Context: an optimization exercise on an open-source flow, tuned for small area. The choices shown serve that exercise and are no tape-out recipe. Only simulation tests tie the RTL to the original design; equivalence was not proved. Power figures rest on the tool's default switching activity, not on a simulated workload.

== run A ==
==> flow/design.v (excerpt) <==
module can_ctrl
(
  input        clk,
  input        rst,
  input  [7:0] wb_dat_i,
  output [7:0] wb_dat_o,
  input        wb_cyc_i,
  input        wb_stb_i,
  input        wb_we_i,
  input  [7:0] wb_adr_i,
  output       wb_ack_o,
  input        rx_i,
  output       tx_o,
  output       bus_off_on,
  output       irq_on,
  output       clkout_o,
  output       self_test_ctrl_o
);
can_top u_can_top
(
  .wb_clk_i         (clk),
  .wb_rst_i         (rst),
  .wb_dat_i         (wb_dat_i),
  .wb_dat_o         (wb_dat_o),
  .wb_cyc_i         (wb_cyc_i),
  .wb_stb_i         (wb_stb_i),
  .wb_we_i          (wb_we_i),
  .wb_adr_i         (wb_adr_i),
  .wb_ack_o         (wb_ack_o),
  .clk_i            (clk),
  .rx_i             (rx_i),
  .tx_o             (tx_o),
  .bus_off_on       (bus_off_on),
  .irq_on           (irq_on),
  .clkout_o         (clkout_o),
  .self_test_ctrl_o (self_test_ctrl_o)
);
endmodule
Size: roughly 4600 cells after synthesis, about 1400 flip-flops, about 36 I/O pins, ~60000 um^2 of cells after synthesis.
Settings: LEC_CHECK=0, CAP_MARGIN=20, CORE_MARGIN=2, CORE_UTILIZATION=60, PLACE_DENSITY=0.7, SLEW_MARGIN=20; clock period 10.0 ns.
standard.sh (not shown) runs the stock make flow with config.mk's settings and CLKGATE_MAP_FILE= SYNTH_SCRIPT=/design/flow/synth_recipe.tcl, a recipe that flattens the netlist after the stock synthesis.
==> flow/flow/run.sh <==
#!/bin/bash
# Own layout flow: the standard ORFS flow (standard.sh, with its standard synthesis script
# synth_recipe.tcl) with these changes in how the layout is made:
#  - Yosys's ABC technology-mapping step uses an area-oriented script (flow/abc_map.script)
#    instead of ORFS's delay-oriented abc_speed.script, and adders are left to ABC as plain
#    logic (ADDER_MAP_FILE empty) instead of being mapped to half/full-adder cells. Registers
#    are mapped before ABC runs, so the registers, their names and cell types are those of the
#    standard synthesis;
#  - port buffers use the smallest buffer cell (buf_1);
#  - clock tree synthesis inserts no dummy loads and clusters more sinks per buffer.
# Each tool's full output goes to its ORFS log under orfs/logs; make's output goes to make.log.
set -euo pipefail
W=$(pwd)
rm -rf "$W/scripts"
cp -r "$FLOW_HOME/scripts" "$W/scripts"
cp "$W/flow/abc_map.script" "$W/scripts/abc_speed.script"
export BUFFER_PORTS_ARGS="-buffer_cell sky130_fd_sc_hd__buf_1"
export CTS_ARGS="-sink_clustering_enable -repair_clock_nets -dont_use_dummy_load -sink_clustering_size 25 -sink_clustering_max_diameter 100 -buf_list sky130_fd_sc_hd__clkbuf_16"
bash "$W/standard.sh" SCRIPTS_DIR="$W/scripts" ADDER_MAP_FILE= finish > "$W/make.log" 2>&1
==> flow/flow/abc_map.script <==
strash
&get -n
&st
&deepsyn -T 60
&dch -f
&nf -R 1000 -p -F 8 -A 4
&put
topo
Run A finished end to end and its layout was clean on timing, DRC and antenna.
### run A -> run B
==> flow/flow/run.sh <==
#!/bin/bash
# Own layout flow: the standard ORFS flow (standard.sh, with its standard synthesis script
# synth_recipe.tcl) with two changes in how the layout is made:
#  - Yosys's ABC technology-mapping step uses an area-oriented script (flow/abc_map.script)
#    instead of ORFS's delay-oriented abc_speed.script; registers are mapped before ABC runs,
#    so the registers, their names and cell types are those of the standard synthesis;
#  - clock tree synthesis inserts no dummy loads and clusters more sinks per buffer.
# Each tool's full output goes to the ORFS logs under orfs/logs, and make's to make.log.
set -euo pipefail
W=$(pwd)
rm -rf "$W/scripts"
cp -r "$FLOW_HOME/scripts" "$W/scripts"
cp "$W/flow/abc_map.script" "$W/scripts/abc_speed.script"
export CTS_ARGS="-sink_clustering_enable -repair_clock_nets -dont_use_dummy_load -sink_clustering_size 20 -sink_clustering_max_diameter 90 -buf_list sky130_fd_sc_hd__clkbuf_16"
bash "$W/standard.sh" SCRIPTS_DIR="$W/scripts" finish > "$W/make.log" 2>&1
==> flow/flow/abc_map.script <==
strash
&get -n
&st
&deepsyn -T 60
&put
dch -f
amap
topo
Notes after the runs:
Run comparison: run A endpoint of the most critical setup path u_can_top.data_out[5]$_DFF_P_; run B endpoint of the most critical setup path u_can_top.data_out[3]$_DFF_P_
The critical-path cell with the highest stage delay comes out sky130_fd_sc_hd__clkdlybuf4s50_1 in one run and sky130_fd_sc_hd__and2_0 in the other, namely in run B and run A respectively.
[compare] base=run A new=run B: global-route usage -0.22 points, multi-input combinational cell count saw an increase, utilization of the core after routing now sits at about the same level.
Diff run A -> run B: synthesized area increased about 4%; part of the total power dissipated in combinational logic saw a decrease.
### run B -> run C
-- flow/flow/run.sh --
<<< run B, line 12
cp -r "$FLOW_HOME/scripts" "$W/scripts"
cp "$W/flow/abc_map.script" "$W/scripts/abc_speed.script"
export CTS_ARGS="-sink_clustering_enable -repair_clock_nets -dont_use_dummy_load -sink_clustering_size 20 -sink_clustering_max_diameter 90 -buf_list sky130_fd_sc_hd__clkbuf_16"
bash "$W/standard.sh" SCRIPTS_DIR="$W/scripts" finish > "$W/make.log" 2>&1
>>> run C, line 12
cp -r "$FLOW_HOME/scripts" "$W/scripts"
cp "$W/flow/abc_map.script" "$W/scripts/abc_speed.script"
export CTS_ARGS="-sink_clustering_enable -repair_clock_nets -dont_use_dummy_load -sink_clustering_size 18 -sink_clustering_max_diameter 80 -buf_list sky130_fd_sc_hd__clkbuf_16"
bash "$W/standard.sh" SCRIPTS_DIR="$W/scripts" finish > "$W/make.log" 2>&1
==> flow/config.mk <==
export PLATFORM = sky130hd
export DESIGN_NAME = can_ctrl
export DESIGN_NICKNAME = can_ctrl
export VERILOG_FILES = /design/flow/design.v
export SDC_FILE = /design/flow/constraint.sdc
export NUM_CORES = 4
export LEC_CHECK = 0
export CAP_MARGIN = 10
export CORE_MARGIN = 2
export CORE_UTILIZATION = 60
export GPL_TIMING_DRIVEN = 0
export PLACE_DENSITY = 0.7
export SLEW_MARGIN = 10
--- outcome ---
- Total number of H-tree levels came out exactly the same in run C and run B.
- Looking at non-clock buffer count in the final layout, run C sits about 30% below run B.
- Between run C and run B, the difference in part of the total power dissipated in combinational logic is negligible.
- Taking run B as the reference, in run C number of global-route vias before repair up 290, clock network area share grew by 0.23 points.
Relative to run C, the following input files were edited for run D:
==> flow/flow/run.sh <==
#!/bin/bash
# Own layout flow: the standard ORFS flow (standard.sh, with its standard synthesis script
# synth_recipe.tcl) with these changes in how the layout is made:
#  - Yosys's ABC technology-mapping step uses an area-oriented script (flow/abc_map.script)
#    instead of ORFS's delay-oriented abc_speed.script, and adders are left to ABC as plain
#    logic (ADDER_MAP_FILE empty) instead of being mapped to half/full-adder cells. Registers
#    are mapped before ABC runs, so the registers, their names and cell types are those of the
#    standard synthesis;
#  - port buffers use the smallest buffer cell (buf_1);
#  - clock tree synthesis inserts no dummy loads and clusters more sinks per buffer.
# Each tool's full output goes to its ORFS log under orfs/logs; make's output goes to make.log.
set -euo pipefail
W=$(pwd)
rm -rf "$W/scripts"
cp -r "$FLOW_HOME/scripts" "$W/scripts"
cp "$W/flow/abc_map.script" "$W/scripts/abc_speed.script"
export BUFFER_PORTS_ARGS="-buffer_cell sky130_fd_sc_hd__buf_1"
export CTS_ARGS="-sink_clustering_enable -repair_clock_nets -dont_use_dummy_load -sink_clustering_size 20 -sink_clustering_max_diameter 90 -buf_list sky130_fd_sc_hd__clkbuf_16"
bash "$W/standard.sh" SCRIPTS_DIR="$W/scripts" ADDER_MAP_FILE= finish > "$W/make.log" 2>&1
==> flow/flow/abc_map.script <==
strash
&get -n
&st
&deepsyn -T 60
&dch -f
&nf -R 1000 -p -F 8 -A 4
&put
topo
==> flow/config.mk <==
export PLATFORM = sky130hd
export DESIGN_NAME = can_ctrl
export DESIGN_NICKNAME = can_ctrl
export VERILOG_FILES = /design/flow/design.v
export SDC_FILE = /design/flow/constraint.sdc
export NUM_CORES = 4
export LEC_CHECK = 0
export CAP_MARGIN = 20
export CORE_MARGIN = 2
export CORE_UTILIZATION = 60
export PLACE_DENSITY = 0.7
export SLEW_MARGIN = 20
## What came out
- Diff run C -> run D: sequential share of layout area saw an increase; mean instance size in the synthesized netlist saw an increase.
- Diff run C -> run D: utilization has remained practically unchanged; total CTS buffers now sits lower; total inserted antenna cells has decreased; initial antenna violation count went down 3.
- Diff run C -> run D: final area went down 4.5%, instance count on the critical path has decreased, setup slack up 3.14 ns, area share of fa/ha/maj cells after synthesis decreased by 2.6 points relative to the old numbers, via count decreased 2816.


== build 32 ==
can_ctrl, a different RTL version from the one above (not shown whole).
Size: about 4400 cells after synthesis, roughly 1400 flip-flops, ~36 I/O pins.
clock: 10.0 ns
lec_check: 0
cap_margin: 20
core_margin: 2
core_utilization: 60
place_density: 0.7
slew_margin: 20
==> flow/flow/run.sh <==
#!/bin/bash
# Own layout flow: the standard ORFS flow (standard.sh, with its standard synthesis script
# synth_recipe.tcl) with these changes in how the layout is made:
#  - Yosys's ABC technology-mapping step uses an area-oriented script (flow/abc_map.script)
#    instead of ORFS's delay-oriented abc_speed.script, and adders are left to ABC as plain
#    logic (ADDER_MAP_FILE empty) instead of being mapped to half/full-adder cells. Registers
#    are mapped before ABC runs, so the registers, their names and cell types are those of the
#    standard synthesis;
#  - port buffers use the smallest buffer cell (buf_1);
#  - clock tree synthesis inserts no dummy loads and clusters more sinks per buffer.
# Each tool's full output goes to its ORFS log under orfs/logs; make's output goes to make.log.
set -euo pipefail
W=$(pwd)
rm -rf "$W/scripts"
cp -r "$FLOW_HOME/scripts" "$W/scripts"
cp "$W/flow/abc_map.script" "$W/scripts/abc_speed.script"
export BUFFER_PORTS_ARGS="-buffer_cell sky130_fd_sc_hd__buf_1"
export CTS_ARGS="-sink_clustering_enable -repair_clock_nets -dont_use_dummy_load -sink_clustering_size 25 -sink_clustering_max_diameter 100 -buf_list sky130_fd_sc_hd__clkbuf_16"
bash "$W/standard.sh" SCRIPTS_DIR="$W/scripts" ADDER_MAP_FILE= finish > "$W/make.log" 2>&1
==> flow/flow/abc_map.script <==
strash
&get -n
&st
&deepsyn -T 60
&dch -f
&nf -R 1000 -p -F 16 -A 8 -C 32
&put
topo
Modified inputs, build 96 compared to build 32
# build 32
export LEC_CHECK = 0
export CAP_MARGIN = 20
export CORE_MARGIN = 2
export CORE_UTILIZATION = 60
export PLACE_DENSITY = 0.7
export SLEW_MARGIN = 20
create_clock -name core_clock -period 10.0 [get_ports {clk}]
# build 96
export LEC_CHECK = 0
export CAP_MARGIN = 5
export CORE_MARGIN = 2
export CORE_UTILIZATION = 70
export PLACE_DENSITY = 0.8
export SLEW_MARGIN = 5
create_clock -name core_clock -period 10.0 [get_ports {clk}]
--- outcome ---
- Build 96 and build 32 all finish clean.
- Delta (build 96 minus build 32): met2 track demand over resource went up by 7.6 points, share of the cycle needed by the critical path after routing moved up, standard cell area after detailed placement dropped 1.2%, cell count fell 200.
[inputs] build 45 vs build 96
# build 96
export LEC_CHECK = 0
export CAP_MARGIN = 5
export CORE_MARGIN = 2
export CORE_UTILIZATION = 70
export PLACE_DENSITY = 0.8
export SLEW_MARGIN = 5
create_clock -name core_clock -period 10.0 [get_ports {clk}]
# build 45
export LEC_CHECK = 0
export CAP_MARGIN = 20
export CORE_MARGIN = 2
export CORE_UTILIZATION = 70
export PLACE_DENSITY = 0.8
export SLEW_MARGIN = 20
create_clock -name core_clock -period 10.0 [get_ports {clk}]
==> notes.md <==
Compared with build 96, build 45 shows fraction of area in registers lower by 0.49 points. Re final core area utilization: build 45 is 0.26 points down on build 96. Build 45 against build 96: net count after synthesis held steady; count of different cell masters after synthesis grew by 1; number of gates given a new drive strength after cts held steady; number of vias per cell held steady. Area of the mapped netlist delta (build 45 -> build 96): insignificant. Taking build 96 as the reference point, the switching part of the total of build 45 rises by 0.18 points. Summary — wire length on met2, build 45 relative to build 96: lower, by 890 um. Per the comparison of build 45 with build 96, met2 routing resource usage after global routing decreased 0.62 points; final worst-path cycle share -3.7 points.


can_ctrl, a different RTL version from the one above (not shown whole).
Size: ~4900 cells after synthesis, about 36 I/O pins, roughly 67000 µm² of cells after synthesis.
Settings: LEC_CHECK=0, CAP_MARGIN=20, CORE_MARGIN=2, CORE_UTILIZATION=40, PLACE_DENSITY=0.6, SLEW_MARGIN=20; clock period 10.0 ns.
run.sh (not shown) runs the stock make flow with config.mk's settings and CLKGATE_MAP_FILE= SYNTH_SCRIPT=/design/flow/synth_recipe.tcl, a recipe that flattens the netlist after the stock synthesis.
Stock flow here: none of the scripts above is used.
Edit:
- CORE_UTILIZATION: 40 -> 70
- CTS_BUF_LIST: not set -> sky130_fd_sc_hd__clkbuf_4 sky130_fd_sc_hd__clkbuf_8
- PLACE_DENSITY: 0.6 -> 0.8
After rerunning: The changed run finished with timing, DRC and antenna clean. Combinational power goes up by a few percent. Routed wire length goes up by a little under a tenth. Setup slack degrades by 120 ps. Critical path depth goes up by 4.


Another version of the RTL of can_ctrl (not shown whole).
Size: about 4300 cells after synthesis.
Settings: LEC_CHECK=0, CAP_MARGIN=5, CORE_MARGIN=2, CORE_UTILIZATION=70, PLACE_DENSITY=0.8, SLEW_MARGIN=5; clock period 10.0 ns.
standard.sh (not shown) runs the stock make flow with config.mk's settings and CLKGATE_MAP_FILE= SYNTH_SCRIPT=/design/flow/synth_recipe.tcl, a recipe that flattens the netlist after the stock synthesis.
Scripts as last shown in full above: flow/flow/run.sh, flow/flow/abc_map.script
The starting point reached the layout checks and failed them: max-capacitance violations, max-slew violations.
Next try:
- CAP_MARGIN: 5 -> 20
- SLEW_MARGIN: 5 -> 20
Result: The new run completed without violations; maximum frequency rises by 2.4%; global-route usage falls by 2.2 points; combinational power falls by 12%.

[re-timing with driven ports]
Ports are ideal in the flow. The routed layouts listed here were re-timed in OpenROAD.
Step 1: set_driving_cell puts a clkbuf_16 on clk and a buf_2 on each other input, an assumption about the parent block.
Step 2, shift: input delay + t, output delay - t, t = (earliest + latest rising clock arrival at the registers) / 2. This alone moves slack from input paths to output paths.
Three values: ideal ports, drivers, drivers and shift; two values: the first two.
| run | t (ns) | setup slack, ns | clock arrival spread, ns | cell pins on the clock port's net |
|---|---|---|---|---|
| run A | 0.730 | 3.479 / 3.480 / 2.750 | 0.060 / 0.061 | 1 |
| run B | 0.750 | 2.672 / 2.576 / 1.826 | 0.065 / 0.065 | 1 |
| run C | 0.748 | 0.488 / 0.383 / -0.364 | 0.059 / 0.059 | 1 |
| run D | 0.737 | 3.625 / 3.620 / 2.883 | 0.045 / 0.046 | 1 |
| build 32 | 0.748 | 2.216 / 2.231 / 1.483 | 0.053 / 0.052 | 1 |
| build 96 | 0.722 | 2.122 / 2.162 / 1.441 | 0.085 / 0.085 | 1 |
| build 45 | 0.713 | 2.494 / 2.374 / 1.661 | 0.092 / 0.092 | 1 |
| the first run of note 3 | 0.881 | 3.794 / 3.737 / 2.856 | 0.044 / 0.044 | 1 |
| the second run of note 3 | 0.998 | 3.677 / 3.677 / 2.755 | 0.071 / 0.071 | 1 |
| the first run of note 4 | 0.732 | 2.689 / 2.739 / 2.007 | 0.085 / 0.085 | 1 |
| the second run of note 4 | 0.684 | 2.864 / 2.855 / 2.171 | 0.098 / 0.098 | 1 |
Met with ideal ports but missed after step 2: setup timing in run C. The setup slack of the first run of note 3, which loses most, moves by -0.057 ns with the drivers and by -0.938 ns with both steps.
